Background: an optimization exercise with open tools, aiming at small area. Do not read the settings as production practice.
In this exercise RTL edits were held to simulation tests only and were not proved equivalent to the original.
No activity file was given, so power comes from the tool's default toggle rates.

// sah
module sah(
  input  CLK, BTN_R, BTN_RST, BTN_L, BTN_SR, ROT_BT, reset, SW3,
  output VGA_H, VGA_V, VGA_R, VGA_G, VGA_B
);
  reg ph;
  wire ce = ~ph;
  always @(posedge CLK) begin
    if (reset) ph <= 1'b0;
    else       ph <= ~ph;
  end
  reg [3:0] hc; reg [5:0] hf;
  reg [3:0] vr; reg [5:0] vg;
  wire hf_last = (hf == 6'd49);
  wire hwrap   = (hc == 4'd13) && (hf == 6'd29);    
  wire vwrap   = (vr == 4'd10) && (vg == 6'd24);    
  always @(posedge CLK) begin
    if (reset) begin
      hc <= 4'd13; hf <= 6'd30;    
      vr <= 4'd9;  vg <= 6'd35;    
    end else if (ph) begin
      if (hf_last) begin hf <= 6'd0; hc <= hc + 4'd1; end
      else hf <= hf + 6'd1;
      if (hwrap) begin
        if (vwrap) begin vr <= 4'd0; vg <= 6'd0; end
        else if (vg == 6'd49) begin vg <= 6'd0; vr <= vr + 4'd1; end
        else vg <= vg + 6'd1;
      end
    end
  end
  wire p25 = (hf == 6'd4) || (hf == 6'd29);         
  reg [3:0] m15;                                    
  always @(posedge CLK) begin
    if (reset) m15 <= 4'd0;
    else if (ph && p25) m15 <= (m15 == 4'd14) ? 4'd0 : m15 + 4'd1;
  end
  wire [1:0] q_s  = (hf < 6'd5) ? 2'd0 : (hf < 6'd30) ? 2'd1 : 2'd2;
  wire [1:0] q4   = {hc[0], 1'b0} + q_s;            
  wire m5is4      = (m15 == 4'd4) || (m15 == 4'd9) || (m15 == 4'd14);
  ...
export LEC_CHECK = 0
export ABC_AREA = 1
export CAP_MARGIN = 20
export CORE_MARGIN = 2
export CORE_UTILIZATION = 40
export SLEW_MARGIN = 20
create_clock -name core_clock -period 10.0 [get_ports {CLK}]
run.sh (not shown) runs the stock make flow with config.mk's settings and CLKGATE_MAP_FILE= SYNTH_SCRIPT=/design/flow/synth_recipe.tcl, a recipe that flattens the netlist after the stock synthesis.
The starting point completed with no timing, DRC or antenna violations.
Edit:
- ABC_AREA: 1 -> unset
Outcome: Synthesized cell count goes down by about 5.6%. Non-clock buffer count goes up by 14. Register-to-register slack gets worse by 1.0 ns. Routed wire length goes up by 7.2%. Final area is higher by about 3.2%. First-iteration DRC count rose by 15%. Flip-flop and latch count does not change. Worst hold slack gains 0.0034 ns. Count of clock-buffer cells in the layout decreases by 5. Global-route usage increases by 0.89 points. Core utilization rises by 0.12 points.
Edit:
- ABC_AREA: unset -> 1
- CTS_BUF_LIST: unset -> sky130_fd_sc_hd__clkbuf_4
- CTS_CLUSTER_DIAMETER: unset -> 40
- CTS_CLUSTER_SIZE: unset -> 10
What happened: Clock power shrinks by 30%. Core utilization shrinks by 0.95 points. Total power shrinks by 14%. Non-clock buffer count shrinks by 14. Wire length shrinks by 7.0%. Final area shrinks by 4.9%. Worst setup slack improved by 1.0 ns. Cell count grows by 6.2%. Clock-buffer cell count grows by 7. Global-route usage shrinks by 0.98 points.
Edit:
- CTS_BUF_LIST: sky130_fd_sc_hd__clkbuf_4 -> sky130_fd_sc_hd__clkbuf_8
- CTS_CLUSTER_DIAMETER: 40 -> 50
- CTS_CLUSTER_SIZE: 10 -> 15
Result:
- core utilization barely changes
- synthesized cell count is unchanged
- design area barely changes
- synthesized area stays the same
- routed wire length is about the same
- power rises by 1.7%
- global-route usage barely changes
- via count shrinks by 0.50%
- die area does not change
- final cell count is lower by 0.81%
Edit:
- CAP_MARGIN: 20 -> 0
- SLEW_MARGIN: 20 -> 0
Effect: Register-to-register slack loses 0.14 ns. Core utilization fell by 0.11 points. Cell area hardly moves. Sequential share of layout area barely changes. First-iteration DRC count climbs by 9.0%.

========
sah, a different RTL version from the one above (not shown whole).
Size: about 2000 cells after synthesis, ~390 flip-flops, ~13 I/O pins.
Design sah, start of the top module:
module sah(
  input  CLK, BTN_R, BTN_RST, BTN_L, BTN_SR, ROT_BT, reset, SW3,
  output VGA_H, VGA_V, VGA_R, VGA_G, VGA_B
);
clock: 10.0 ns
lec_check: 0
abc_area: 1
cap_margin: 0
core_margin: 2
core_utilization: 40
cts_buf_list: sky130_fd_sc_hd__clkbuf_8
cts_cluster_diameter: 50
cts_cluster_size: 15
slew_margin: 0
standard.sh (not shown) runs the stock make flow with config.mk's settings and CLKGATE_MAP_FILE= SYNTH_SCRIPT=/design/flow/synth_recipe.tcl, a recipe that flattens the netlist after the stock synthesis.
==> flow/flow/run.sh <==
#!/bin/bash
set -e
export CTS_ARGS="-sink_clustering_enable -repair_clock_nets -dont_use_dummy_load -buf_list sky130_fd_sc_hd__clkbuf_8 -sink_clustering_size 20 -sink_clustering_max_diameter 60"
bash standard.sh > standard.log 2>&1
Then changed:
==> flow/flow/run.sh (replaced) <==
#!/bin/bash
# The standard layout (standard.sh) with two changes:
#  1. the synthesis maps the logic with a stronger ABC area script (flow/abc_area.script:
#     deepsyn, then repeated dch / map -a). ABC runs without -dff, as in the standard
#     synthesis, so the registers are those of the standard synthesis.
#  2. clock tree synthesis without dummy load cells, with clkbuf_8 buffers.
# Each tool's output is in standard.log and orfs/logs/.
set -euo pipefail
here=$(pwd)
rm -rf "$here/scripts_mod"
cp -r "$FLOW_HOME/scripts" "$here/scripts_mod"
cp "$here/flow/abc_area.script" "$here/scripts_mod/abc_area.script"
export SCRIPTS_DIR="$here/scripts_mod"
export CTS_ARGS="-sink_clustering_enable -repair_clock_nets -dont_use_dummy_load -buf_list sky130_fd_sc_hd__clkbuf_8 -sink_clustering_size 20 -sink_clustering_max_diameter 60"
bash standard.sh > standard.log 2>&1
==> flow/flow/abc_area.script (new file) <==
strash
&get -n
&deepsyn -T 240
&put
dch -f
map -a
strash
dc2
dch -f
map -a
strash
dc2
dch -f
map -a
topo
stime -c
buffer -c
upsize -c
dnsize -c
CTS_CLUSTER_DIAMETER = 60   (was 50)
CTS_CLUSTER_SIZE = 20   (was 15)
- final area decreases by 9.1%
- worst hold slack gets better by 33 ps
- fmax decreases by 9.3%
- register-to-register slack gets worse by 370 ps
- sequential power barely changes
- area after synthesis decreases by 9.9%
- first-iteration DRC count decreases by 4.2%
- non-clock buffer count decreases by 1
Then changed:
==> flow/flow/run.sh (replaced) <==
#!/bin/bash
set -e
export CTS_ARGS='-sink_clustering_enable -repair_clock_nets -dont_use_dummy_load -buf_list {sky130_fd_sc_hd__clkbuf_8 sky130_fd_sc_hd__clkbuf_16} -sink_clustering_size 30 -sink_clustering_max_diameter 80'
bash standard.sh > standard.log 2>&1
CTS_CLUSTER_DIAMETER = 50   (was 60)
CTS_CLUSTER_SIZE = 15   (was 20)
removed: flow/flow/abc_area.script
Result:
- clock-buffer cell count is lower by 9
- synthesized cell count goes up by 22%
- utilization climbs by 0.33 points
Then changed:
==> flow/flow/run.sh (replaced) <==
#!/bin/bash
set -e
export CTS_ARGS="-sink_clustering_enable -repair_clock_nets -dont_use_dummy_load -buf_list sky130_fd_sc_hd__clkbuf_16 -sink_clustering_size 30 -sink_clustering_max_diameter 60"
bash standard.sh > standard.log 2>&1
What happened: Worst setup slack got worse by 38 ps; total power grows by 5.1%; clock power rose by about 20%.

========
## job 101
Starting RTL as in the previous note.
==> flow/config.mk <==
export PLATFORM = sky130hd
export DESIGN_NAME = sah
export DESIGN_NICKNAME = sah
export VERILOG_FILES = /design/flow/design.v
export SDC_FILE = /design/flow/constraint.sdc
export NUM_CORES = 4
export LEC_CHECK = 0
export ABC_AREA = 1
export CAP_MARGIN = 0
export CORE_MARGIN = 2
export CORE_UTILIZATION = 40
export CTS_BUF_LIST = sky130_fd_sc_hd__clkbuf_8
export CTS_CLUSTER_DIAMETER = 50
export CTS_CLUSTER_SIZE = 15
export SLEW_MARGIN = 0
==> flow/constraint.sdc <==
create_clock -name core_clock -period 10.0 [get_ports {CLK}]
set_input_delay 2.0000 -clock core_clock [delete_from_list [all_inputs] [get_ports {CLK}]]
set_output_delay 2.0000 -clock core_clock [all_outputs]
set_load 0.01 [all_outputs]
==> flow/flow/run.sh <==
#!/bin/bash
set -e
export CTS_ARGS="-sink_clustering_enable -repair_clock_nets -dont_use_dummy_load -buf_list sky130_fd_sc_hd__clkbuf_8 -sink_clustering_size 15 -sink_clustering_max_diameter 50"
bash standard.sh > standard.log 2>&1
Both conditions hold for job 101: the flow ran to the end and the final layout passed the timing, design-rule and antenna checks.
Modified inputs, job 102 compared to job 101
==> flow/flow/run.sh <==
#!/bin/bash
set -e
export CTS_ARGS='-sink_clustering_enable -repair_clock_nets -dont_use_dummy_load -buf_list {sky130_fd_sc_hd__clkbuf_4 sky130_fd_sc_hd__clkbuf_8} -sink_clustering_size 20 -sink_clustering_max_diameter 60'
bash standard.sh > standard.log 2>&1
Job 102 vs job 101: wire length of the first global-routing pass down slightly
From job 101 to job 102 the numbers moved as follows: die boundary width level, share of power burned in the clock network moved down, upper clock frequency limit moved up, final non-filler cell area moved down, wire length moved down.
On distinct cell type count of the synthesized netlist, job 101 and job 102 are basically level.
The lower layout overhead on the synthesized area of job 101 and job 102 is in job 102.
Between job 101 and job 102, portion of total power attributed to combinational logic is lower for job 101, job 102 comes in above that.

========
## the reference run
sah, a different RTL version from the one above (not shown whole).
Size: ~380 flip-flops, ~13 I/O pins.
Settings: LEC_CHECK=0, ABC_AREA=1, CAP_MARGIN=0, CORE_MARGIN=2, CORE_UTILIZATION=40, CTS_BUF_LIST=sky130_fd_sc_hd__clkbuf_8, CTS_CLUSTER_DIAMETER=60, CTS_CLUSTER_SIZE=20, SLEW_MARGIN=0; clock period 10.0 ns.
==> flow/flow/run.sh <==
#!/bin/bash
# The standard layout (standard.sh) with two changes:
#  1. the synthesis maps the logic with a stronger ABC area script (flow/abc_area.script:
#     deepsyn, then repeated dch / map -a, no buffering or upsizing). ABC runs without
#     -dff, as in the standard
#     synthesis, so the registers are those of the standard synthesis.
#  2. clock tree synthesis without dummy load cells, with clkbuf_8 buffers.
# Each tool's output is in standard.log and orfs/logs/.
set -euo pipefail
here=$(pwd)
rm -rf "$here/scripts_mod"
cp -r "$FLOW_HOME/scripts" "$here/scripts_mod"
cp "$here/flow/abc_area.script" "$here/scripts_mod/abc_area.script"
export SCRIPTS_DIR="$here/scripts_mod"
export CTS_ARGS="-sink_clustering_enable -repair_clock_nets -dont_use_dummy_load -buf_list sky130_fd_sc_hd__clkbuf_8 -sink_clustering_size 20 -sink_clustering_max_diameter 60"
bash standard.sh > standard.log 2>&1
==> flow/flow/abc_area.script <==
strash
&get -n
&deepsyn -T 300
&put
dch -f
map -a
strash
dc2
dch -f
map -a
strash
dc2
dch -f
map -a
topo
dnsize -c
The final layout from the reference run, which completed every stage, passed the timing, design-rule and antenna checks at the end of the flow.
What the trial run does differently from the reference run at the input level:
--- a/flow/flow/run.sh
+++ b/flow/flow/run.sh
@@ -3,4 +3,3 @@
 #  1. the synthesis maps the logic with a stronger ABC area script (flow/abc_area.script:
-#     deepsyn, then repeated dch / map -a, no buffering or upsizing). ABC runs without
-#     -dff, as in the standard
+#     deepsyn, then repeated dch / map -a). ABC runs without -dff, as in the standard
 #     synthesis, so the registers are those of the standard synthesis.
==> flow/flow/abc_area.script <==
strash
&get -n
&deepsyn -T 240
&put
dch -f
map -a
strash
dc2
dch -f
map -a
strash
dc2
dch -f
map -a
topo
stime -c
buffer -c
upsize -c
dnsize -c
## What came out
- The trial run completed end to end with timing, DRC and antenna clean.
- Multi-input logic area sits higher in the trial run than in the reference run.
- The trial run ends up with higher proportion of layout cells with a drive suffix above 1 than the reference run does.
- Maximum clock rate is higher on the trial run
- When the trial run is measured against the reference run, its sequential share of power turns out 1.3 points lower.
- Between the trial run and the reference run, the minimum hold slack is lower for the reference run.
- The reference run -> the trial run: sum of routed wire segments on met1 increased slightly

-- port drivers added, routing unchanged --
In the flow no input, the clock included, has a driving cell. The finished layouts below were timed again as built, in two steps.
Step 1 (the two cells are an assumption about what drives the block):
set clk [get_ports {CLK}]
set_driving_cell -lib_cell sky130_fd_sc_hd__clkbuf_16 $clk
set_driving_cell -lib_cell sky130_fd_sc_hd__buf_2 [delete_from_list [all_inputs] $clk]
Step 2 adds t to the input delays and takes it off the output delays; t is the mean of the earliest and latest rising clock arrival at the registers after step 1. Input paths then give back, and output paths get back, about the clock's delay inside the block.
Slacks: ideal ports / drivers / drivers and shift; pairs: ideal ports / drivers.
run	t (ns)	setup slack, ns	hold WS [ns]	slew at the worst register clock pin (ns)	cell pins on the clock port's net
the first run of note 1	0.616	3.728 / 3.728 / 3.728	0.466 / 0.466 / 0.466	0.06 / 0.06	1
the second run of note 1	0.631	2.691 / 2.691 / 2.691	0.469 / 0.469 / 0.469	0.07 / 0.07	1
the third run of note 1	0.844	3.730 / 3.730 / 3.730	0.471 / 0.471 / 0.471	0.11 / 0.11	1
the fourth run of note 1	0.662	3.694 / 3.694 / 3.694	0.466 / 0.466 / 0.466	0.10 / 0.10	1
the fifth run of note 1	0.657	3.555 / 3.555 / 3.555	0.463 / 0.463 / 0.463	0.10 / 0.10	1
the first run of note 2	0.662	4.201 / 4.228 / 3.566	0.251 / 0.251 / 0.251	0.11 / 0.11	1
the second run of note 2	0.659	3.604 / 3.619 / 2.960	0.284 / 0.284 / 0.284	0.11 / 0.11	1
the third run of note 2	0.577	4.136 / 4.166 / 3.589	0.276 / 0.276 / 0.276	0.10 / 0.10	1
the fourth run of note 2	0.617	4.097 / 4.129 / 3.513	0.264 / 0.264 / 0.264	0.10 / 0.10	1
job 101	0.623	4.129 / 4.158 / 3.536	0.278 / 0.278 / 0.278	0.09 / 0.09	1
job 102	0.662	4.201 / 4.228 / 3.566	0.251 / 0.251 / 0.251	0.11 / 0.11	1
the reference run	0.645	1.882 / 1.898 / 1.253	0.266 / 0.266 / 0.266	0.11 / 0.11	1
the trial run	0.579	3.637 / 3.660 / 3.081	0.275 / 0.275 / 0.275	0.11 / 0.11	1
After both steps setup and hold are still met in every run listed. The setup slack of the second run of note 2, which loses most, moves by +0.015 ns with the drivers and by -0.644 ns with both steps.
